What follows belongs to an exercise in optimizing a design on an open flow for small area, a short achievable clock period and few clock cycles; a production flow would make more cautious choices.
Function was checked by simulation only, so behaviour that the tests miss may differ from the original.

## produto_escalar
module produto_escalar (
    input  logic         clk_i,
    input  logic         rst_i,
    input  logic         iniciar,
    input  logic [31:0]  a0, a1, a2, a3, a4, a5, a6, a7,
    input  logic [31:0]  b0, b1, b2, b3, b4, b5, b6, b7,
    output logic [63:0]  resultado,
    output logic         concluido
);
clock: 11.5 ns
lec_check: 0
cap_margin: 20
core_margin: 2
core_utilization: 40
setup_slack_margin: 5
slew_margin: 20
synth_hierarchical: 1
synth_minimum_keep_size: 0
run.sh (not shown) runs the stock make flow with config.mk's settings and CLKGATE_MAP_FILE= SYNTH_SCRIPT=/design/flow/synth_recipe.tcl, a recipe that flattens the netlist after the stock synthesis.
The baseline finished clean.
Testbench counts at the start, summed over its fixed seeds: cycles 24,000.
Change:
SETUP_SLACK_MARGIN = unset   (was 5)
=>
- sequential cell count stays the same
- final cell count is about the same
- setup slack degrades by 920 ps
- non-clock buffer count drops by 6
- area after synthesis is unchanged
- clock skew barely changes
- global-route usage hardly moves

* * *

Another version of the RTL of produto_escalar (not shown whole).
Size in the first run: roughly 3200 cells after synthesis, ~580 I/O pins.
export LEC_CHECK = 0
export CAP_MARGIN = 20
export CORE_MARGIN = 2
export CORE_UTILIZATION = 40
export SLEW_MARGIN = 20
export SYNTH_HIERARCHICAL = 1
export SYNTH_MINIMUM_KEEP_SIZE = 0
create_clock -name core_clock -period 11.5 [get_ports {clk_i}]
The baseline ran to the end with no violations.
Testbench counts at the start, summed over its fixed seeds: cycles 21,600.
Change:
--- a/flow/config.mk
+++ b/flow/config.mk
@@ -7,2 +7,3 @@
 export LEC_CHECK = 0
+export ABC_CLOCK_PERIOD_IN_PS = 4000
 export CAP_MARGIN = 20
What happened: The changed run finished clean; worst setup slack is unchanged; core utilization does not change; critical path depth is unchanged; sequential cell count does not change.

* * *

produto_escalar, a different RTL version from the one above (not shown whole).
Size in the first run: ~340 flip-flops, ~580 I/O pins, ~0.034 mm² of cells after synthesis.
clock: 11.5 ns
lec_check: 0
cap_margin: 20
core_margin: 2
core_utilization: 33
cts_buf_list: sky130_fd_sc_hd__clkbuf_4 sky130_fd_sc_hd__clkbuf_8
slew_margin: 20
synth_hierarchical: 1
synth_minimum_keep_size: 0
buffer_ports_args: -buffer_cell sky130_fd_sc_hd__buf_1
standard.sh (not shown) runs the stock make flow with config.mk's settings and CLKGATE_MAP_FILE= SYNTH_SCRIPT=/design/flow/synth_recipe.tcl, a recipe that flattens the netlist after the stock synthesis.
==> flow/flow/run.sh <==
#!/bin/bash
set -e
echo 'export BUFFER_PORTS_ARGS = -buffer_cell sky130_fd_sc_hd__buf_1' >> config.mk
bash standard.sh SETUP_SLACK_MARGIN=7.8 finish > standard.log 2>&1
Testbench counts at the start, summed over its fixed seeds: cycles 26,400.
Rerun with:
==> flow/flow/run.sh (replaced) <==
#!/bin/bash
set -e
echo 'export BUFFER_PORTS_ARGS = -buffer_cell sky130_fd_sc_hd__buf_1' >> config.mk
bash standard.sh SETUP_SLACK_MARGIN=7.95 finish > standard.log 2>&1
CTS_BUF_LIST = default   (was sky130_fd_sc_hd__clkbuf_4 sky130_fd_sc_hd__clkbuf_8)
The new run ran to the end with no violations.
Area after synthesis does not change.
Global-route usage rises by 0.53 points.
First-iteration DRC count falls by 2.6%.
Count of clock-buffer cells in the layout falls by 39.
Final area rises by 2.4%.
Synthesized cell count is unchanged.
Setup slack improves by 160 ps.
Fmax rises by 4.5%.
Sequential cell count is unchanged.
Rerun with:
==> flow/flow/run.sh (replaced) <==
#!/bin/bash
set -e
echo 'export BUFFER_PORTS_ARGS = -buffer_cell sky130_fd_sc_hd__buf_1' >> config.mk
bash standard.sh SETUP_SLACK_MARGIN=7.8 finish > standard.log 2>&1
After rerunning: Critical path depth is unchanged; synthesized area is unchanged; setup slack loses 120 ps; utilization drops by 0.94 points; routed wire length drops by a few percent; sequential share of layout area climbs by 0.29 points.
Rerun with:
==> flow/flow/run.sh (replaced) <==
#!/bin/bash
set -e
echo 'export BUFFER_PORTS_ARGS = -buffer_cell sky130_fd_sc_hd__buf_1' >> config.mk
bash standard.sh SETUP_SLACK_MARGIN=8.1 finish > standard.log 2>&1
Outcome: Via count is higher by a few percent. Setup slack gains 210 ps. Fmax is higher by a few percent. Core utilization is higher by 3.3 points. Final area is higher by a little under a tenth. Count of clock-buffer cells in the layout is higher by 1. Wire length is higher by a few percent. Clock skew is lower by 21 ps. Global-route usage is higher by 0.46 points.

* * *

## oak
RTL: one of the versions met above, not the one the previous note started from.
For scale: roughly 3400 cells after synthesis.
==> flow/config.mk <==
export PLATFORM = sky130hd
export DESIGN_NAME = produto_escalar
export DESIGN_NICKNAME = produto_escalar
export VERILOG_FILES = /design/flow/design.v
export SDC_FILE = /design/flow/constraint.sdc
export NUM_CORES = 4
export LEC_CHECK = 0
export CAP_MARGIN = 20
export CORE_MARGIN = 2
export CORE_UTILIZATION = 40
export SLEW_MARGIN = 20
export SYNTH_HIERARCHICAL = 1
export SYNTH_MINIMUM_KEEP_SIZE = 0
export BUFFER_PORTS_ARGS = -buffer_cell sky130_fd_sc_hd__buf_1
==> flow/constraint.sdc <==
create_clock -name core_clock -period 11.5 [get_ports {clk_i}]
set_input_delay 2.3000 -clock core_clock [delete_from_list [all_inputs] [get_ports {clk_i}]]
set_output_delay 2.3000 -clock core_clock [all_outputs]
set_load 0.01 [all_outputs]
==> flow/flow/run.sh <==
#!/bin/bash
set -e
echo 'export BUFFER_PORTS_ARGS = -buffer_cell sky130_fd_sc_hd__buf_1' >> config.mk
bash standard.sh SETUP_SLACK_MARGIN=7 ABC_CLOCK_PERIOD_IN_PS=1500 finish > standard.log 2>&1
oak closes out successfully: all stages finished, all timing, DRC and antenna checks passed.
Testbench counts of oak, summed over its fixed seeds: cycles 24,000.
Input changes introduced in pine (baseline for comparison: oak):
==> flow/flow/run.sh <==
#!/bin/bash
set -e
echo 'export BUFFER_PORTS_ARGS = -buffer_cell sky130_fd_sc_hd__buf_1' >> config.mk
bash standard.sh > standard.log 2>&1
==> run notes <==
- Library cell contributing the largest single delay on the critical path = sky130_fd_sc_hd__fa_2: oak; library cell contributing the largest single delay on the critical path = sky130_fd_sc_hd__o21ai_0: pine
- Diff oak -> pine: wire length after detailed routing climbed 2100 microns, worst clock skew dropped 0.0078 ns, cell count dropped 58.
- Worst hold slack: higher on pine
- The final reports for pine and oak show part of the cycle the worst path needs higher in the former.
- Number of DRC markers in iteration 0: pine better than oak
- [pine vs oak] final instance area: lower in pine
--- input diff pine..birch ---
==> flow/flow/run.sh <==
#!/bin/bash
set -e
echo 'export BUFFER_PORTS_ARGS = -buffer_cell sky130_fd_sc_hd__buf_1' >> config.mk
bash standard.sh SETUP_SLACK_MARGIN=7 finish > standard.log 2>&1
Findings:
- Relative to pine, HPWL after detailed placement has gone down in birch.
- Sort pine and birch by sum of met2 wire segment lengths after detailed routing, descending, and pine comes first.
- Against pine, birch comes in 1.2% higher on final cell count without fillers.
- Multi-input gate share of total cell area is lower on birch
- Changes observed in birch relative to pine: met2 layer usage reported by global route dropped 1.3 points.
- Share of the core filled with cells up 2.4 points in birch wrt pine
- birch vs pine, highest routing layer actually used: met4 vs met5

==> afterwards: timing with drivers on the ports <==
How much do the figures lean on ideal ports? The routed layouts below were timed once more, with nothing changed but the port constraints.
Step 1: set_driving_cell puts a clkbuf_16 on clk_i and a buf_2 on each other input, an assumption about the parent block.
Step 2 times the ports against the registers' clock, not the clock port: input delays grow and output delays shrink by t, the midpoint of the rising clock arrivals with the driver on.
Slacks: ideal / step 1 / step 2; pairs: ideal / step 1.
run	shift t [ns]	setup slack, ns	hold WS [ns]	worst register clock-pin slew, ns
the first run of note 1	0.659	5.053 / 4.984 / 5.643	0.475 / 0.475 / 0.475	0.07 / 0.07
the second run of note 1	0.657	4.137 / 4.071 / 4.728	0.476 / 0.476 / 0.476	0.07 / 0.07
the first run of note 2	0.581	2.453 / 2.491 / 1.910	0.527 / 0.527 / 0.527	0.09 / 0.09
the second run of note 2	0.581	2.453 / 2.491 / 1.910	0.527 / 0.527 / 0.527	0.09 / 0.09
the first run of note 3	0.734	7.782 / 7.782 / 7.186	0.496 / 0.496 / 0.496	0.07 / 0.07
the second run of note 3	0.661	7.941 / 7.909 / 7.363	0.472 / 0.472 / 0.472	0.07 / 0.07
the third run of note 3	0.683	7.825 / 7.807 / 7.312	0.498 / 0.498 / 0.498	0.07 / 0.07
the fourth run of note 3	0.681	8.038 / 8.023 / 7.490	0.473 / 0.473 / 0.473	0.07 / 0.07
oak	0.668	5.505 / 5.434 / 6.102	0.496 / 0.496 / 0.496	0.07 / 0.07
pine	0.673	4.573 / 4.505 / 5.178	0.529 / 0.529 / 0.529	0.07 / 0.07
birch	0.668	5.505 / 5.434 / 6.102	0.496 / 0.496 / 0.496	0.07 / 0.07
After both steps setup and hold are still met in every run listed. The setup slack of the first run of note 3, which loses most, moves by 0.000 ns with the drivers and by -0.596 ns with both steps.
